Source: an optimization exercise on an open RTL-to-GDS flow (aim: small area, a short achievable clock period and few clock cycles per item). Production flows keep margins and buffers that such runs may drop. In this exercise RTL edits were held to simulation tests only and were not proved equivalent to the original.

$ cat design/flow/run.sh
#!/bin/bash
# synth_recipe.tcl (not shown) runs the flow's synth.tcl, then flattens the netlist and writes it again
# the make line also repeats each setting of config.mk as NAME=value (left out here)
make -C /OpenROAD-flow-scripts/flow DESIGN_CONFIG=/design/flow/config.mk WORK_HOME=/design/flow/orfs CLKGATE_MAP_FILE= SYNTH_SCRIPT=/design/flow/synth_recipe.tcl finish
$ cat design/flow/config.mk
export PLATFORM = sky130hd
export DESIGN_NAME = mapper
export DESIGN_NICKNAME = mapper
export VERILOG_FILES = /design/flow/design.v
export SDC_FILE = /design/flow/constraint.sdc
export NUM_CORES = 4
export LEC_CHECK = 0
export CAP_MARGIN = 20
export CORE_MARGIN = 2
export CORE_UTILIZATION = 40
export SLEW_MARGIN = 20
$ cat design/flow/constraint.sdc
create_clock -name core_clock -period 8.0 [get_ports {ap_clk}]
set_input_delay 1.6000 -clock core_clock [delete_from_list [all_inputs] [get_ports {ap_clk}]]
set_output_delay 1.6000 -clock core_clock [all_outputs]
set_load 0.01 [all_outputs]
$ cat design/flow/design.v
`timescale 1 ns / 1 ps
module mapper_mul_17s_17s_33_3_AM3S_0(clk, ce, a, b, p);
input clk;
input ce;
input[17 - 1 : 0] a; 
input[17 - 1 : 0] b; 
output[33 - 1 : 0] p;
reg[17 - 1 : 0] a_reg;
reg[17 - 1 : 0] b_reg;
wire [33 - 1 : 0] tmp_product;
reg[33 - 1 : 0] buff0;
assign p = buff0;
assign tmp_product = $signed(a_reg) * $signed(b_reg);
always @ (posedge clk) begin
    if (ce) begin
        a_reg <= a;
        b_reg <= b;
        buff0 <= tmp_product;
    end
end
endmodule
`timescale 1 ns / 1 ps
module mapper_mul_17s_17s_33_3(
    clk,
    reset,
    ce,
    din0,
    din1,
    dout);
parameter ID = 32'd1;
parameter NUM_STAGE = 32'd1;
parameter din0_WIDTH = 32'd1;
parameter din1_WIDTH = 32'd1;
parameter dout_WIDTH = 32'd1;
input clk;
input reset;
input ce;
input[din0_WIDTH - 1:0] din0;
input[din1_WIDTH - 1:0] din1;
output[dout_WIDTH - 1:0] dout;
mapper_mul_17s_17s_33_3_AM3S_0 mapper_mul_17s_17s_33_3_AM3S_0_U(
    .clk( clk ),
    .ce( ce ),
    .a( din0 ),
    .b( din1 ),
    .p( dout ));
endmodule
`timescale 1 ns / 1 ps 
module mapper (
        ap_clk,
        ap_rst,
        ap_start,
        ap_done,
        ap_idle,
        ap_ready,
        pt,
        centres_address0,
        centres_ce0,
        centres_q0,
        ap_return
);
parameter    ap_const_logic_1 = 1'b1;
parameter    ap_const_logic_0 = 1'b0;
parameter    ap_ST_st1_fsm_0 = 2'b00;
parameter    ap_ST_pp0_stg0_fsm_1 = 2'b1;
parameter    ap_ST_st7_fsm_2 = 2'b10;
parameter    ap_const_lv1_0 = 1'b0;
parameter    ap_const_lv64_FFFFFFFFFFFFFFFF = 64'b1111111111111111111111111111111111111111111111111111111111111111;
parameter    ap_const_lv4_0 = 4'b0000;
parameter    ap_const_lv4_A = 4'b1010;
parameter    ap_const_lv4_1 = 4'b1;
parameter    ap_const_lv32_10 = 32'b10000;
parameter    ap_const_lv32_1F = 32'b11111;
parameter    ap_const_lv32_20 = 32'b100000;
parameter    ap_const_lv32_2F = 32'b101111;
parameter    ap_const_lv32_30 = 32'b110000;
parameter    ap_const_lv32_3F = 32'b111111;
parameter    ap_const_lv32_1 = 32'b1;
parameter    ap_true = 1'b1;
input   ap_clk;
input   ap_rst;
input   ap_start;
output   ap_done;
output   ap_idle;
output   ap_ready;
input  [63:0] pt;
output  [3:0] centres_address0;
output   centres_ce0;
input  [63:0] centres_q0;
output  [15:0] ap_return;
reg ap_done;
reg ap_idle;
reg ap_ready;
reg centres_ce0;
reg   [1:0] ap_CS_fsm;
reg   [63:0] min_dist_reg_78;
reg   [15:0] min_index_s_reg_90;
reg   [3:0] i_reg_102;
reg   [3:0] ap_reg_ppstg_i_reg_102_pp0_it1;
reg    ap_reg_ppiten_pp0_it0;
reg    ap_reg_ppiten_pp0_it1;
reg    ap_reg_ppiten_pp0_it2;
reg    ap_reg_ppiten_pp0_it3;
reg    ap_reg_ppiten_pp0_it4;
reg   [3:0] ap_reg_ppstg_i_reg_102_pp0_it2;
reg   [3:0] ap_reg_ppstg_i_reg_102_pp0_it3;
wire   [0:0] exitcond2_fu_115_p2;
reg   [0:0] exitcond2_reg_527;
reg   [0:0] ap_reg_ppstg_exitcond2_reg_527_pp0_it1;
reg   [0:0] ap_reg_ppstg_exitcond2_reg_527_pp0_it2;
reg   [0:0] ap_reg_ppstg_exitcond2_reg_527_pp0_it3;
wire   [3:0] i_1_fu_121_p2;
reg   [3:0] i_1_reg_531;
wire   [0:0] tmp_2_fu_139_p2;
reg   [0:0] tmp_2_reg_541;
reg   [0:0] ap_reg_ppstg_tmp_2_reg_541_pp0_it2;
wire   [32:0] tmp_6_fu_159_p1;
wire   [32:0] tmp_8_fu_175_p1;
wire   [0:0] tmp_2_1_fu_204_p2;
reg   [0:0] tmp_2_1_reg_558;
reg   [0:0] ap_reg_ppstg_tmp_2_1_reg_558_pp0_it2;
wire   [32:0] tmp_11_fu_224_p1;
wire   [32:0] tmp_12_fu_240_p1;
wire   [0:0] tmp_2_2_fu_269_p2;
reg   [0:0] tmp_2_2_reg_575;
reg   [0:0] ap_reg_ppstg_tmp_2_2_reg_575_pp0_it2;
wire   [32:0] tmp_16_fu_289_p1;
wire   [32:0] tmp_17_fu_305_p1;
wire   [0:0] tmp_2_3_fu_334_p2;
reg   [0:0] tmp_2_3_reg_592;
reg   [0:0] ap_reg_ppstg_tmp_2_3_reg_592_pp0_it2;
wire   [32:0] tmp_21_fu_354_p1;
wire   [32:0] tmp_22_fu_370_p1;
wire   [33:0] addconv_fu_484_p2;
reg   [33:0] addconv_reg_609;
wire   [63:0] total_dist_1_min_dist_fu_503_p3;
wire   [15:0] min_index_0_min_index_s_fu_511_p3;
reg   [3:0] i_phi_fu_106_p4;
wire   [31:0] i_cast4_fu_127_p1;
wire   [15:0] tmp_3_fu_132_p1;
wire   [15:0] tmp_4_fu_136_p1;
wire   [16:0] tmp_22_cast_fu_145_p1;
wire   [16:0] tmp_23_cast_fu_149_p1;
wire   [16:0] tmp_5_fu_153_p2;
wire   [16:0] grp_fu_163_p0;
wire   [16:0] grp_fu_163_p1;
wire   [16:0] tmp_s_fu_169_p2;
wire   [16:0] grp_fu_179_p0;
wire   [16:0] grp_fu_179_p1;
wire   [15:0] tmp_9_fu_185_p4;
wire   [15:0] tmp_10_fu_195_p4;
wire   [16:0] tmp_3_1_cast_fu_210_p1;
wire   [16:0] tmp_4_1_cast_fu_214_p1;
wire   [16:0] tmp_5_1_fu_218_p2;
wire   [16:0] grp_fu_228_p0;
wire   [16:0] grp_fu_228_p1;
wire   [16:0] tmp_1_7_fu_234_p2;
wire   [16:0] grp_fu_244_p0;
wire   [16:0] grp_fu_244_p1;
wire   [15:0] tmp_14_fu_250_p4;
wire   [15:0] tmp_15_fu_260_p4;
wire   [16:0] tmp_3_2_cast_fu_275_p1;
wire   [16:0] tmp_4_2_cast_fu_279_p1;
wire   [16:0] tmp_5_2_fu_283_p2;
wire   [16:0] grp_fu_293_p0;
wire   [16:0] grp_fu_293_p1;
wire   [16:0] tmp_2_8_fu_299_p2;
wire   [16:0] grp_fu_309_p0;
wire   [16:0] grp_fu_309_p1;
wire   [15:0] tmp_19_fu_315_p4;
wire   [15:0] tmp_20_fu_325_p4;
wire   [16:0] tmp_3_3_cast_fu_340_p1;
wire   [16:0] tmp_4_3_cast_fu_344_p1;
wire   [16:0] tmp_5_3_fu_348_p2;
wire   [16:0] grp_fu_358_p0;
wire   [16:0] grp_fu_358_p1;
wire   [16:0] tmp_3_9_fu_364_p2;
wire   [16:0] grp_fu_374_p0;
wire   [16:0] grp_fu_374_p1;
wire   [32:0] grp_fu_163_p2;
wire   [32:0] grp_fu_179_p2;
wire   [32:0] p_pn_in_fu_380_p3;
wire   [31:0] tmp_7_fu_387_p4;
wire   [32:0] grp_fu_228_p2;
wire   [32:0] grp_fu_244_p2;
wire   [32:0] p_pn_in_1_fu_401_p3;
wire   [31:0] tmp_13_fu_408_p4;
wire   [32:0] grp_fu_293_p2;
wire   [32:0] grp_fu_309_p2;
wire   [32:0] p_pn_in_2_fu_422_p3;
wire   [31:0] tmp_18_fu_429_p4;
wire   [32:0] grp_fu_358_p2;
wire   [32:0] grp_fu_374_p2;
wire   [32:0] p_pn_in_3_fu_443_p3;
wire   [31:0] tmp_23_fu_450_p4;
wire   [32:0] tmp2_fu_464_p0;
wire   [32:0] tmp2_fu_464_p1;
wire   [32:0] tmp2_fu_464_p2;
wire   [32:0] tmp3_fu_474_p0;
wire   [32:0] tmp3_fu_474_p1;
wire   [32:0] tmp3_fu_474_p2;
wire   [33:0] addconv_fu_484_p0;
wire   [33:0] addconv_fu_484_p1;
wire   [63:0] tmp_fu_493_p0;
wire   [63:0] total_dist_3_cast_fu_490_p1;
wire   [0:0] tmp_fu_493_p2;
wire   [63:0] total_dist_1_min_dist_fu_503_p1;
wire   [15:0] min_index_fu_499_p1;
wire    grp_fu_163_ce;
wire    grp_fu_179_ce;
wire    grp_fu_228_ce;
wire    grp_fu_244_ce;
wire    grp_fu_293_ce;
wire    grp_fu_309_ce;
wire    grp_fu_358_ce;
wire    grp_fu_374_ce;
reg   [1:0] ap_NS_fsm;
mapper_mul_17s_17s_33_3 #(
    .ID( 1 ),
    .NUM_STAGE( 3 ),
    .din0_WIDTH( 17 ),
    .din1_WIDTH( 17 ),
    .dout_WIDTH( 33 ))
mapper_mul_17s_17s_33_3_U1(
    .clk( ap_clk ),
    .reset( ap_rst ),
    .din0( grp_fu_163_p0 ),
    .din1( grp_fu_163_p1 ),
    .ce( grp_fu_163_ce ),
    .dout( grp_fu_163_p2 )
);
mapper_mul_17s_17s_33_3 #(
    .ID( 2 ),
    .NUM_STAGE( 3 ),
    .din0_WIDTH( 17 ),
    .din1_WIDTH( 17 ),
    .dout_WIDTH( 33 ))
mapper_mul_17s_17s_33_3_U2(
    .clk( ap_clk ),
    .reset( ap_rst ),
    .din0( grp_fu_179_p0 ),
    .din1( grp_fu_179_p1 ),
    .ce( grp_fu_179_ce ),
    .dout( grp_fu_179_p2 )
);
mapper_mul_17s_17s_33_3 #(
    .ID( 3 ),
    .NUM_STAGE( 3 ),
    .din0_WIDTH( 17 ),
    .din1_WIDTH( 17 ),
    .dout_WIDTH( 33 ))
mapper_mul_17s_17s_33_3_U3(
    .clk( ap_clk ),
    .reset( ap_rst ),
    .din0( grp_fu_228_p0 ),
    .din1( grp_fu_228_p1 ),
    .ce( grp_fu_228_ce ),
    .dout( grp_fu_228_p2 )
);
mapper_mul_17s_17s_33_3 #(
    .ID( 4 ),
    .NUM_STAGE( 3 ),
    .din0_WIDTH( 17 ),
    .din1_WIDTH( 17 ),
    .dout_WIDTH( 33 ))
mapper_mul_17s_17s_33_3_U4(
    .clk( ap_clk ),
    .reset( ap_rst ),
    .din0( grp_fu_244_p0 ),
    .din1( grp_fu_244_p1 ),
    .ce( grp_fu_244_ce ),
    .dout( grp_fu_244_p2 )
);
mapper_mul_17s_17s_33_3 #(
    .ID( 5 ),
    .NUM_STAGE( 3 ),
    .din0_WIDTH( 17 ),
    .din1_WIDTH( 17 ),
    .dout_WIDTH( 33 ))
mapper_mul_17s_17s_33_3_U5(
    .clk( ap_clk ),
    .reset( ap_rst ),
    .din0( grp_fu_293_p0 ),
    .din1( grp_fu_293_p1 ),
    .ce( grp_fu_293_ce ),
    .dout( grp_fu_293_p2 )
);
mapper_mul_17s_17s_33_3 #(
    .ID( 6 ),
    .NUM_STAGE( 3 ),
    .din0_WIDTH( 17 ),
    .din1_WIDTH( 17 ),
    .dout_WIDTH( 33 ))
mapper_mul_17s_17s_33_3_U6(
    .clk( ap_clk ),
    .reset( ap_rst ),
    .din0( grp_fu_309_p0 ),
    .din1( grp_fu_309_p1 ),
    .ce( grp_fu_309_ce ),
    .dout( grp_fu_309_p2 )
);
mapper_mul_17s_17s_33_3 #(
    .ID( 7 ),
    .NUM_STAGE( 3 ),
    .din0_WIDTH( 17 ),
    .din1_WIDTH( 17 ),
    .dout_WIDTH( 33 ))
mapper_mul_17s_17s_33_3_U7(
    .clk( ap_clk ),
    .reset( ap_rst ),
    .din0( grp_fu_358_p0 ),
    .din1( grp_fu_358_p1 ),
    .ce( grp_fu_358_ce ),
    .dout( grp_fu_358_p2 )
);
mapper_mul_17s_17s_33_3 #(
    .ID( 8 ),
    .NUM_STAGE( 3 ),
    .din0_WIDTH( 17 ),
    .din1_WIDTH( 17 ),
    .dout_WIDTH( 33 ))
mapper_mul_17s_17s_33_3_U8(
    .clk( ap_clk ),
    .reset( ap_rst ),
    .din0( grp_fu_374_p0 ),
    .din1( grp_fu_374_p1 ),
    .ce( grp_fu_374_ce ),
    .dout( grp_fu_374_p2 )
);
always @ (posedge ap_clk)
begin : ap_ret_ap_CS_fsm
    if (ap_rst == 1'b1) begin
        ap_CS_fsm <= ap_ST_st1_fsm_0;
    end else begin
        ap_CS_fsm <= ap_NS_fsm;
    end
end
always @ (posedge ap_clk)
begin : ap_ret_ap_reg_ppiten_pp0_it0
    if (ap_rst == 1'b1) begin
        ap_reg_ppiten_pp0_it0 <= ap_const_logic_0;
    end else begin
        if (((ap_ST_pp0_stg0_fsm_1 == ap_CS_fsm) & ~(exitcond2_fu_115_p2 == ap_const_lv1_0))) begin
            ap_reg_ppiten_pp0_it0 <= ap_const_logic_0;
        end else if (((ap_ST_st1_fsm_0 == ap_CS_fsm) & ~(ap_start == ap_const_logic_0))) begin
            ap_reg_ppiten_pp0_it0 <= ap_const_logic_1;
        end
    end
end
always @ (posedge ap_clk)
begin : ap_ret_ap_reg_ppiten_pp0_it1
    if (ap_rst == 1'b1) begin
        ap_reg_ppiten_pp0_it1 <= ap_const_logic_0;
    end else begin
        if (((ap_ST_pp0_stg0_fsm_1 == ap_CS_fsm) & (exitcond2_fu_115_p2 == ap_const_lv1_0))) begin
            ap_reg_ppiten_pp0_it1 <= ap_const_logic_1;
        end else if ((((ap_ST_st1_fsm_0 == ap_CS_fsm) & ~(ap_start == ap_const_logic_0)) | ((ap_ST_pp0_stg0_fsm_1 == ap_CS_fsm) & ~(exitcond2_fu_115_p2 == ap_const_lv1_0)))) begin
            ap_reg_ppiten_pp0_it1 <= ap_const_logic_0;
        end
    end
end
always @ (posedge ap_clk)
begin : ap_ret_ap_reg_ppiten_pp0_it2
    if (ap_rst == 1'b1) begin
        ap_reg_ppiten_pp0_it2 <= ap_const_logic_0;
    end else begin
        if ((ap_ST_pp0_stg0_fsm_1 == ap_CS_fsm)) begin
            ap_reg_ppiten_pp0_it2 <= ap_reg_ppiten_pp0_it1;
        end
    end
end
always @ (posedge ap_clk)
begin : ap_ret_ap_reg_ppiten_pp0_it3
    if (ap_rst == 1'b1) begin
        ap_reg_ppiten_pp0_it3 <= ap_const_logic_0;
    end else begin
        if ((ap_ST_pp0_stg0_fsm_1 == ap_CS_fsm)) begin
            ap_reg_ppiten_pp0_it3 <= ap_reg_ppiten_pp0_it2;
        end
    end
end
always @ (posedge ap_clk)
begin : ap_ret_ap_reg_ppiten_pp0_it4
    if (ap_rst == 1'b1) begin
        ap_reg_ppiten_pp0_it4 <= ap_const_logic_0;
    end else begin
        if ((ap_ST_pp0_stg0_fsm_1 == ap_CS_fsm)) begin
            ap_reg_ppiten_pp0_it4 <= ap_reg_ppiten_pp0_it3;
        end else if (((ap_ST_st1_fsm_0 == ap_CS_fsm) & ~(ap_start == ap_const_logic_0))) begin
            ap_reg_ppiten_pp0_it4 <= ap_const_logic_0;
        end
    end
end
always @(posedge ap_clk)
begin
    if (((ap_ST_pp0_stg0_fsm_1 == ap_CS_fsm) & (ap_const_logic_1 == ap_reg_ppiten_pp0_it1) & (exitcond2_reg_527 == ap_const_lv1_0))) begin
        i_reg_102 <= i_1_reg_531;
    end else if (((ap_ST_st1_fsm_0 == ap_CS_fsm) & ~(ap_start == ap_const_logic_0))) begin
        i_reg_102 <= ap_const_lv4_0;
    end
end
always @(posedge ap_clk)
begin
    if (((ap_ST_pp0_stg0_fsm_1 == ap_CS_fsm) & (ap_const_logic_1 == ap_reg_ppiten_pp0_it4) & (ap_reg_ppstg_exitcond2_reg_527_pp0_it3 == ap_const_lv1_0))) begin
        min_dist_reg_78 <= total_dist_1_min_dist_fu_503_p3;
    end else if (((ap_ST_st1_fsm_0 == ap_CS_fsm) & ~(ap_start == ap_const_logic_0))) begin
        min_dist_reg_78 <= ap_const_lv64_FFFFFFFFFFFFFFFF;
    end
end
always @(posedge ap_clk)
begin
    if (((ap_ST_pp0_stg0_fsm_1 == ap_CS_fsm) & (ap_const_logic_1 == ap_reg_ppiten_pp0_it3) & (ap_reg_ppstg_exitcond2_reg_527_pp0_it2 == ap_const_lv1_0))) begin
        addconv_reg_609 <= addconv_fu_484_p2;
    end
end
always @(posedge ap_clk)
begin
    if ((ap_ST_pp0_stg0_fsm_1 == ap_CS_fsm)) begin
        ap_reg_ppstg_exitcond2_reg_527_pp0_it1 <= exitcond2_reg_527;
        ap_reg_ppstg_exitcond2_reg_527_pp0_it2 <= ap_reg_ppstg_exitcond2_reg_527_pp0_it1;
        ap_reg_ppstg_exitcond2_reg_527_pp0_it3 <= ap_reg_ppstg_exitcond2_reg_527_pp0_it2;
        ap_reg_ppstg_i_reg_102_pp0_it1 <= i_reg_102;
        ap_reg_ppstg_i_reg_102_pp0_it2 <= ap_reg_ppstg_i_reg_102_pp0_it1;
        ap_reg_ppstg_i_reg_102_pp0_it3 <= ap_reg_ppstg_i_reg_102_pp0_it2;
        ap_reg_ppstg_tmp_2_1_reg_558_pp0_it2 <= tmp_2_1_reg_558;
        ap_reg_ppstg_tmp_2_2_reg_575_pp0_it2 <= tmp_2_2_reg_575;
        ap_reg_ppstg_tmp_2_3_reg_592_pp0_it2 <= tmp_2_3_reg_592;
        ap_reg_ppstg_tmp_2_reg_541_pp0_it2 <= tmp_2_reg_541;
    end
end
always @(posedge ap_clk)
begin
    if (((ap_ST_pp0_stg0_fsm_1 == ap_CS_fsm) & (ap_const_logic_1 == ap_reg_ppiten_pp0_it0))) begin
        exitcond2_reg_527 <= exitcond2_fu_115_p2;
        i_1_reg_531 <= i_1_fu_121_p2;
    end
end
always @(posedge ap_clk)
begin
    if (((ap_ST_pp0_stg0_fsm_1 == ap_CS_fsm) & (ap_const_logic_1 == ap_reg_ppiten_pp0_it4) & (ap_reg_ppstg_exitcond2_reg_527_pp0_it3 == ap_const_lv1_0))) begin
        min_index_s_reg_90 <= min_index_0_min_index_s_fu_511_p3;
    end
end
always @(posedge ap_clk)
begin
    if (((ap_ST_pp0_stg0_fsm_1 == ap_CS_fsm) & (ap_const_logic_1 == ap_reg_ppiten_pp0_it1) & (exitcond2_reg_527 == ap_const_lv1_0))) begin
        tmp_2_1_reg_558 <= tmp_2_1_fu_204_p2;
        tmp_2_2_reg_575 <= tmp_2_2_fu_269_p2;
        tmp_2_3_reg_592 <= tmp_2_3_fu_334_p2;
        tmp_2_reg_541 <= tmp_2_fu_139_p2;
    end
end
always @ (ap_CS_fsm)
begin
    if ((ap_ST_st7_fsm_2 == ap_CS_fsm)) begin
        ap_done = ap_const_logic_1;
    end else begin
        ap_done = ap_const_logic_0;
    end
end
always @ (ap_start or ap_CS_fsm)
begin
    if ((~(ap_const_logic_1 == ap_start) & (ap_ST_st1_fsm_0 == ap_CS_fsm))) begin
        ap_idle = ap_const_logic_1;
    end else begin
        ap_idle = ap_const_logic_0;
    end
end
always @ (ap_CS_fsm)
begin
    if ((ap_ST_st7_fsm_2 == ap_CS_fsm)) begin
        ap_ready = ap_const_logic_1;
    end else begin
        ap_ready = ap_const_logic_0;
    end
end
always @ (ap_CS_fsm or ap_reg_ppiten_pp0_it0)
begin
    if (((ap_ST_pp0_stg0_fsm_1 == ap_CS_fsm) & (ap_const_logic_1 == ap_reg_ppiten_pp0_it0))) begin
        centres_ce0 = ap_const_logic_1;
    end else begin
        centres_ce0 = ap_const_logic_0;
    end
end
always @ (ap_CS_fsm or i_reg_102 or ap_reg_ppiten_pp0_it1 or exitcond2_reg_527 or i_1_reg_531)
begin
    if (((ap_ST_pp0_stg0_fsm_1 == ap_CS_fsm) & (ap_const_logic_1 == ap_reg_ppiten_pp0_it1) & (exitcond2_reg_527 == ap_const_lv1_0))) begin
        i_phi_fu_106_p4 = i_1_reg_531;
    end else begin
        i_phi_fu_106_p4 = i_reg_102;
    end
end
always @ (ap_start or ap_CS_fsm or ap_reg_ppiten_pp0_it0 or ap_reg_ppiten_pp0_it1 or ap_reg_ppiten_pp0_it3 or ap_reg_ppiten_pp0_it4 or exitcond2_fu_115_p2)
begin
    case (ap_CS_fsm)
        ap_ST_st1_fsm_0 : 
        begin
            if (~(ap_start == ap_const_logic_0)) begin
                ap_NS_fsm = ap_ST_pp0_stg0_fsm_1;
            end else begin
                ap_NS_fsm = ap_ST_st1_fsm_0;
            end
        end
        ap_ST_pp0_stg0_fsm_1 : 
        begin
            if ((~((ap_ST_pp0_stg0_fsm_1 == ap_CS_fsm) & (ap_const_logic_1 == ap_reg_ppiten_pp0_it4) & ~(ap_const_logic_1 == ap_reg_ppiten_pp0_it3)) & ~((ap_const_logic_1 == ap_reg_ppiten_pp0_it0) & ~(exitcond2_fu_115_p2 == ap_const_lv1_0) & ~(ap_const_logic_1 == ap_reg_ppiten_pp0_it1)))) begin
                ap_NS_fsm = ap_ST_pp0_stg0_fsm_1;
            end else if (((ap_const_logic_1 == ap_reg_ppiten_pp0_it0) & ~(exitcond2_fu_115_p2 == ap_const_lv1_0) & ~(ap_const_logic_1 == ap_reg_ppiten_pp0_it1))) begin
                ap_NS_fsm = ap_ST_st7_fsm_2;
            end else begin
                ap_NS_fsm = ap_ST_st7_fsm_2;
            end
        end
        ap_ST_st7_fsm_2 : 
        begin
            ap_NS_fsm = ap_ST_st1_fsm_0;
        end
        default : 
        begin
            ap_NS_fsm = 'bx;
        end
    endcase
end
assign addconv_fu_484_p0 = $signed(tmp3_fu_474_p2);
assign addconv_fu_484_p1 = $signed(tmp2_fu_464_p2);
assign addconv_fu_484_p2 = (addconv_fu_484_p0 + addconv_fu_484_p1);
assign ap_return = min_index_s_reg_90;
assign centres_address0 = i_cast4_fu_127_p1;
assign exitcond2_fu_115_p2 = (i_phi_fu_106_p4 == ap_const_lv4_A? 1'b1: 1'b0);
assign grp_fu_163_ce = ap_const_logic_1;
assign grp_fu_163_p0 = tmp_6_fu_159_p1;
assign grp_fu_163_p1 = tmp_6_fu_159_p1;
assign grp_fu_179_ce = ap_const_logic_1;
assign grp_fu_179_p0 = tmp_8_fu_175_p1;
assign grp_fu_179_p1 = tmp_8_fu_175_p1;
assign grp_fu_228_ce = ap_const_logic_1;
assign grp_fu_228_p0 = tmp_11_fu_224_p1;
assign grp_fu_228_p1 = tmp_11_fu_224_p1;
assign grp_fu_244_ce = ap_const_logic_1;
assign grp_fu_244_p0 = tmp_12_fu_240_p1;
assign grp_fu_244_p1 = tmp_12_fu_240_p1;
assign grp_fu_293_ce = ap_const_logic_1;
assign grp_fu_293_p0 = tmp_16_fu_289_p1;
assign grp_fu_293_p1 = tmp_16_fu_289_p1;
assign grp_fu_309_ce = ap_const_logic_1;
assign grp_fu_309_p0 = tmp_17_fu_305_p1;
assign grp_fu_309_p1 = tmp_17_fu_305_p1;
assign grp_fu_358_ce = ap_const_logic_1;
assign grp_fu_358_p0 = tmp_21_fu_354_p1;
assign grp_fu_358_p1 = tmp_21_fu_354_p1;
assign grp_fu_374_ce = ap_const_logic_1;
assign grp_fu_374_p0 = tmp_22_fu_370_p1;
assign grp_fu_374_p1 = tmp_22_fu_370_p1;
assign i_1_fu_121_p2 = (i_phi_fu_106_p4 + ap_const_lv4_1);
assign i_cast4_fu_127_p1 = $unsigned(i_phi_fu_106_p4);
assign min_index_0_min_index_s_fu_511_p3 = ((tmp_fu_493_p2)? min_index_fu_499_p1: min_index_s_reg_90);
assign min_index_fu_499_p1 = $unsigned(ap_reg_ppstg_i_reg_102_pp0_it3);
assign p_pn_in_1_fu_401_p3 = ((ap_reg_ppstg_tmp_2_1_reg_558_pp0_it2)? grp_fu_228_p2: grp_fu_244_p2);
assign p_pn_in_2_fu_422_p3 = ((ap_reg_ppstg_tmp_2_2_reg_575_pp0_it2)? grp_fu_293_p2: grp_fu_309_p2);
assign p_pn_in_3_fu_443_p3 = ((ap_reg_ppstg_tmp_2_3_reg_592_pp0_it2)? grp_fu_358_p2: grp_fu_374_p2);
assign p_pn_in_fu_380_p3 = ((ap_reg_ppstg_tmp_2_reg_541_pp0_it2)? grp_fu_163_p2: grp_fu_179_p2);
assign tmp2_fu_464_p0 = $signed(tmp_7_fu_387_p4);
assign tmp2_fu_464_p1 = $signed(tmp_18_fu_429_p4);
assign tmp2_fu_464_p2 = (tmp2_fu_464_p0 + tmp2_fu_464_p1);
assign tmp3_fu_474_p0 = $signed(tmp_13_fu_408_p4);
assign tmp3_fu_474_p1 = $signed(tmp_23_fu_450_p4);
assign tmp3_fu_474_p2 = (tmp3_fu_474_p0 + tmp3_fu_474_p1);
assign tmp_10_fu_195_p4 = {{pt[ap_const_lv32_1F : ap_const_lv32_10]}};
assign tmp_11_fu_224_p1 = $signed(tmp_5_1_fu_218_p2);
assign tmp_12_fu_240_p1 = $signed(tmp_1_7_fu_234_p2);
assign tmp_13_fu_408_p4 = {{p_pn_in_1_fu_401_p3[ap_const_lv32_20 : ap_const_lv32_1]}};
assign tmp_14_fu_250_p4 = {{centres_q0[ap_const_lv32_2F : ap_const_lv32_20]}};
assign tmp_15_fu_260_p4 = {{pt[ap_const_lv32_2F : ap_const_lv32_20]}};
assign tmp_16_fu_289_p1 = $signed(tmp_5_2_fu_283_p2);
assign tmp_17_fu_305_p1 = $signed(tmp_2_8_fu_299_p2);
assign tmp_18_fu_429_p4 = {{p_pn_in_2_fu_422_p3[ap_const_lv32_20 : ap_const_lv32_1]}};
assign tmp_19_fu_315_p4 = {{centres_q0[ap_const_lv32_3F : ap_const_lv32_30]}};
assign tmp_1_7_fu_234_p2 = (tmp_4_1_cast_fu_214_p1 - tmp_3_1_cast_fu_210_p1);
assign tmp_20_fu_325_p4 = {{pt[ap_const_lv32_3F : ap_const_lv32_30]}};
assign tmp_21_fu_354_p1 = $signed(tmp_5_3_fu_348_p2);
assign tmp_22_cast_fu_145_p1 = $unsigned(tmp_3_fu_132_p1);
assign tmp_22_fu_370_p1 = $signed(tmp_3_9_fu_364_p2);
assign tmp_23_cast_fu_149_p1 = $unsigned(tmp_4_fu_136_p1);
assign tmp_23_fu_450_p4 = {{p_pn_in_3_fu_443_p3[ap_const_lv32_20 : ap_const_lv32_1]}};
assign tmp_2_1_fu_204_p2 = (tmp_9_fu_185_p4 > tmp_10_fu_195_p4? 1'b1: 1'b0);
assign tmp_2_2_fu_269_p2 = (tmp_14_fu_250_p4 > tmp_15_fu_260_p4? 1'b1: 1'b0);
assign tmp_2_3_fu_334_p2 = (tmp_19_fu_315_p4 > tmp_20_fu_325_p4? 1'b1: 1'b0);
assign tmp_2_8_fu_299_p2 = (tmp_4_2_cast_fu_279_p1 - tmp_3_2_cast_fu_275_p1);
assign tmp_2_fu_139_p2 = (tmp_3_fu_132_p1 > tmp_4_fu_136_p1? 1'b1: 1'b0);
assign tmp_3_1_cast_fu_210_p1 = $unsigned(tmp_9_fu_185_p4);
assign tmp_3_2_cast_fu_275_p1 = $unsigned(tmp_14_fu_250_p4);
assign tmp_3_3_cast_fu_340_p1 = $unsigned(tmp_19_fu_315_p4);
assign tmp_3_9_fu_364_p2 = (tmp_4_3_cast_fu_344_p1 - tmp_3_3_cast_fu_340_p1);
assign tmp_3_fu_132_p1 = centres_q0[15:0];
assign tmp_4_1_cast_fu_214_p1 = $unsigned(tmp_10_fu_195_p4);
assign tmp_4_2_cast_fu_279_p1 = $unsigned(tmp_15_fu_260_p4);
assign tmp_4_3_cast_fu_344_p1 = $unsigned(tmp_20_fu_325_p4);
assign tmp_4_fu_136_p1 = pt[15:0];
assign tmp_5_1_fu_218_p2 = (tmp_3_1_cast_fu_210_p1 - tmp_4_1_cast_fu_214_p1);
assign tmp_5_2_fu_283_p2 = (tmp_3_2_cast_fu_275_p1 - tmp_4_2_cast_fu_279_p1);
assign tmp_5_3_fu_348_p2 = (tmp_3_3_cast_fu_340_p1 - tmp_4_3_cast_fu_344_p1);
assign tmp_5_fu_153_p2 = (tmp_22_cast_fu_145_p1 - tmp_23_cast_fu_149_p1);
assign tmp_6_fu_159_p1 = $signed(tmp_5_fu_153_p2);
assign tmp_7_fu_387_p4 = {{p_pn_in_fu_380_p3[ap_const_lv32_20 : ap_const_lv32_1]}};
assign tmp_8_fu_175_p1 = $signed(tmp_s_fu_169_p2);
assign tmp_9_fu_185_p4 = {{centres_q0[ap_const_lv32_1F : ap_const_lv32_10]}};
assign tmp_fu_493_p0 = total_dist_3_cast_fu_490_p1;
assign tmp_fu_493_p2 = (tmp_fu_493_p0 < min_dist_reg_78? 1'b1: 1'b0);
assign tmp_s_fu_169_p2 = (tmp_23_cast_fu_149_p1 - tmp_22_cast_fu_145_p1);
assign total_dist_1_min_dist_fu_503_p1 = total_dist_3_cast_fu_490_p1;
assign total_dist_1_min_dist_fu_503_p3 = ((tmp_fu_493_p2)? total_dist_1_min_dist_fu_503_p1: min_dist_reg_78);
assign total_dist_3_cast_fu_490_p1 = $signed(addconv_reg_609);
endmodule  
==> summary.md <==
| Metric | Value |
|---|---|
| Status | no timing/DRC/antenna violations |
| CP bufs+invs | 4 |
| Slew HR | 0.301 |
| Final worst path period share | 0.898 |
| Post-place instance area | 0.104 mm² |
| Worst Path Required | 8550 ps |
| CP startpoint kind | flip-flop |
| DR iter-0 viols | 3337 |
| Gr usage total | 0.195 |
| Hpwl dp | 201000 µm |
| Worst hold path depth | 0 |
| Hold Path Class | flip-flop to flip-flop |
| Pin count of the biggest net entering global routing | 35 |
| Bufs on Longest Clock Path | 3 |
| CP cell instances | and2_1 -> fa_1 -> inv_1 -> fa_1 -> inv_1 -> fa_1 -> fa_1 -> fa_1 -> inv_1 -> fa_1 -> inv_1 -> ha_1 -> nand2_1 -> nor3_1 -> nand2_1 -> and3_1 -> o31ai_1 -> a31o_2 -> xnor2_1 |
| Final worst slack | 817 ps |
| Top post-synthesis cells by area | fa_1 (44%), ha_1 (11%), inv_1 (11%), dfxtp_1 (7.8%), xnor2_1 (3.3%) |
| Layout cells sized above 1 | 0.0397 |
| Ys flop type | dfxtp_1 |
| Multi-input gate area | 0.0763 mm² |
| Hold_sp | ap_reg_ppstg_i_reg_102_pp0_it3[2] |
| Area delta synth->final | 7.45% |
| Worst Path Max Fanout | 26 |
| Max_cap viols | 0 |
| Die width | 502 µm |
| Total negative slack | 0 ps |
| Worst skew pair latency | 690 ps |
| Critical Path AT | 7730 ps |
| Register area share after synthesis | 0.109 |
| Hold Fails Final Rpt | 0 |
| CP max stage cell | dfxtp_1 |
| Antenna-violating nets left | 0 |
| Async set or reset register ratio after synthesis | 0 |
| Yosys Warn Count | 2 |
| Floorplan core area | 0.246 mm² |
| Post-route design area | 0.107 mm² |
| Placer Congestion | 0.893 |
| # port buffers | 142 |
| Die H | 502 µm |
| Yosys reg bits | 490 |
| Area leader, netlist | fa_1 |
| Max Fclk | 139 MHz |
| Synth cell count leaders | inv_1 (2957), fa_1 (2159), ha_1 (901) |
| Final WL | 234000 µm |
| Cell row count | 182 |
| Vias per cell | 4.80 |
| Hold endpoint | min_index_s_reg_90[2] |
| Final setup viols | 0 |
| First-pass GRT wire length | 389000 µm |
| Hold slack | 416 ps |
| Worst setup EP type | flip-flop |
| Mapped Cells | 10300 |
| H-tree Lvls | 3 |
| Critical path's top delay family | adder cells |
| Worst r2r path cells | 19 |
| Vias | 65800 |
| FF/Latch Area | 0.0108 mm² |
| Slowest stage delay, CP | 1000 ps |
| CTS tree | yes |
| RSZ-0062 raised after global routing | false |
| CTS resizes | 0 |
| FF-to-FF setup slack | 820 ps |
| Antenna violations before repair | 13 |
| Final net count | 13500 |
| CTS buffer count | 67 |
| Place WS | 897 ps |
| Ports | 155 |
| FILL cells | 23800 |
| DR DRC count | 0 |
| Mean Syn Cell Area | 9.64 µm² |
| Drt pass-1 iters | 5 |
| Die area | 0.252 mm² |
| Root buf cell | clkbuf_16 |
| Mapped cell area | 0.0993 mm² |
| Final slew viol count | 0 |
| Crit path kind | flip-flop to flip-flop |
| EDFF count, synth | 103 |
| Reg clk slew, reported paths | 60 ps |
| Post-CTS setup buffers | 0 |
| Number of global-route vias before repair | 73300 |
| Hold buffers post-CTS | 0 |
| Count leader, synth | inv_1 |
| Initial Utilization | 0.403 |
| WL per Instance | 17.1 µm |
| Distinct cells, synth | 98 |
| Grt ovf | 0 |
| Fin crit period | 7180 ps |
| Worst-Margin Slew | 1050 ps |
| Crit path top cell by count | fa_1 |
| Clk sinks | 490 |
| Synth top area share | 0.435 |
| Final setup skew | 37.8 ps |
-- how the worst max path moves through the flow --
stage	depth (start not counted)	slack [ps]	startpoint	endpoint
floorplan	25	1740	flip-flop	flip-flop
global placement	19	860	flip-flop	flip-flop
detailed placement	19	900	flip-flop	flip-flop
CTS	19	830	flip-flop	flip-flop
global route	19	430	flip-flop	flip-flop
finish	19	820	flip-flop	flip-flop
-- cells in the final DEF (no fill, tap or decap), drive strengths merged, types with 20 or more instances in the layout --
master,instances
a21boi,22
nor3,49
nand2b,78
clkdlybuf4s50,142
ha,901
a21o,191
dfxtp,387
o21a,55
o21bai,37
buf,81
nand2,721
nor2,319
edfxtp,103
a211oi,20
or2,22
mux2,128
or3,44
nand3,46
xnor2,379
nor2b,147
and2,419
a21oi,273
xor2,116
o21ai,169
and3,48
a31oi,30
a31o,29
inv,2966
fa,2159
clkbuf,88
-- area by class of cell --
cell class,instances,share of cell area
diodes,2,0.0000469
multi-input cells,6591,0.715
inverters,2957,0.104
flip-flops and latches,490,0.102
clock inverters,36,0.00325
well taps,3312,0.0389
clock buffers,88,0.0176
repair buffers,223,0.0191
-- worst reg2reg max path: stages (launching register included) --
cell,delay (ps)
dfxtp_1,1000
and2_1,350
fa_1,580
inv_1,140
fa_1,440
inv_1,320
fa_1,510
fa_1,510
fa_1,490
inv_1,50
fa_1,470
inv_1,40
ha_1,390
nand2_1,80
nor3_1,420
nand2_1,200
and3_1,220
o31ai_1,420
a31o_2,230
xnor2_1,200
-- logic make-up (layout without fill, tap and decap cells) --
kind of cell / count (synthesis) / after routing / share of synthesized area
AO/OA/AOI/OAI: 948 / 948 / 0.0647
XOR/XNOR: 495 / 495 / 0.0437
adder cells (fa/ha/maj): 3060 / 3060 / 0.549
buffers and inverters: 3227 / 3304 / 0.123
flip-flops: 490 / 490 / 0.109
multiplexers: 135 / 135 / 0.0152
other: 2 / 17 / 0.0000757
AND/OR/NAND/NOR: 1938 / 1938 / 0.0955
-- stage by stage --
step / utilization / std cells
finish: 0.433 / 13700
detailed placement: 0.424 / 13600
global placement: 0.424 / 13600
floorplan: - / 10300
CTS: 0.433 / 13700
global route: 0.433 / 13700
-- metal layers --
metal / global-route usage / wire length, µm / vias up
met5: 0 / 71 / -
met4: 0.0558 / 7200 / 10
met3: 0.0215 / 9380 / 309
met2: 0.330 / 114000 / 1220
met1: 0.263 / 104000 / 33700
li1: - / - / 30500
Testbench counts, summed over its fixed seeds: cycles 51,200, items 3,200.

-- port drivers added, routing unchanged --
Ports are ideal in the flow. The routed layout listed here was re-timed in OpenROAD.
Step 1, drivers: a clkbuf_16 drives ap_clk and a buf_2 each remaining input, both assumed.
Step 2 adds t to the input delays and takes it off the output delays; t is the mean of the earliest and latest rising clock arrival at the registers after step 1. Input paths then give back, and output paths get back, about the clock's delay inside the block.
Slacks: no drivers / after step 1 / after step 2; pairs: no drivers / after step 1.
shift t [ns]: 0.760
slack for setup (ns): 0.817 / 0.817 / 0.817
worst data-port slew with drivers (ns): 0.15
After both steps this run still meets setup and hold. For this run, drivers alone change the setup slack by 0.000 ns; drivers and shift together by 0.000 ns.
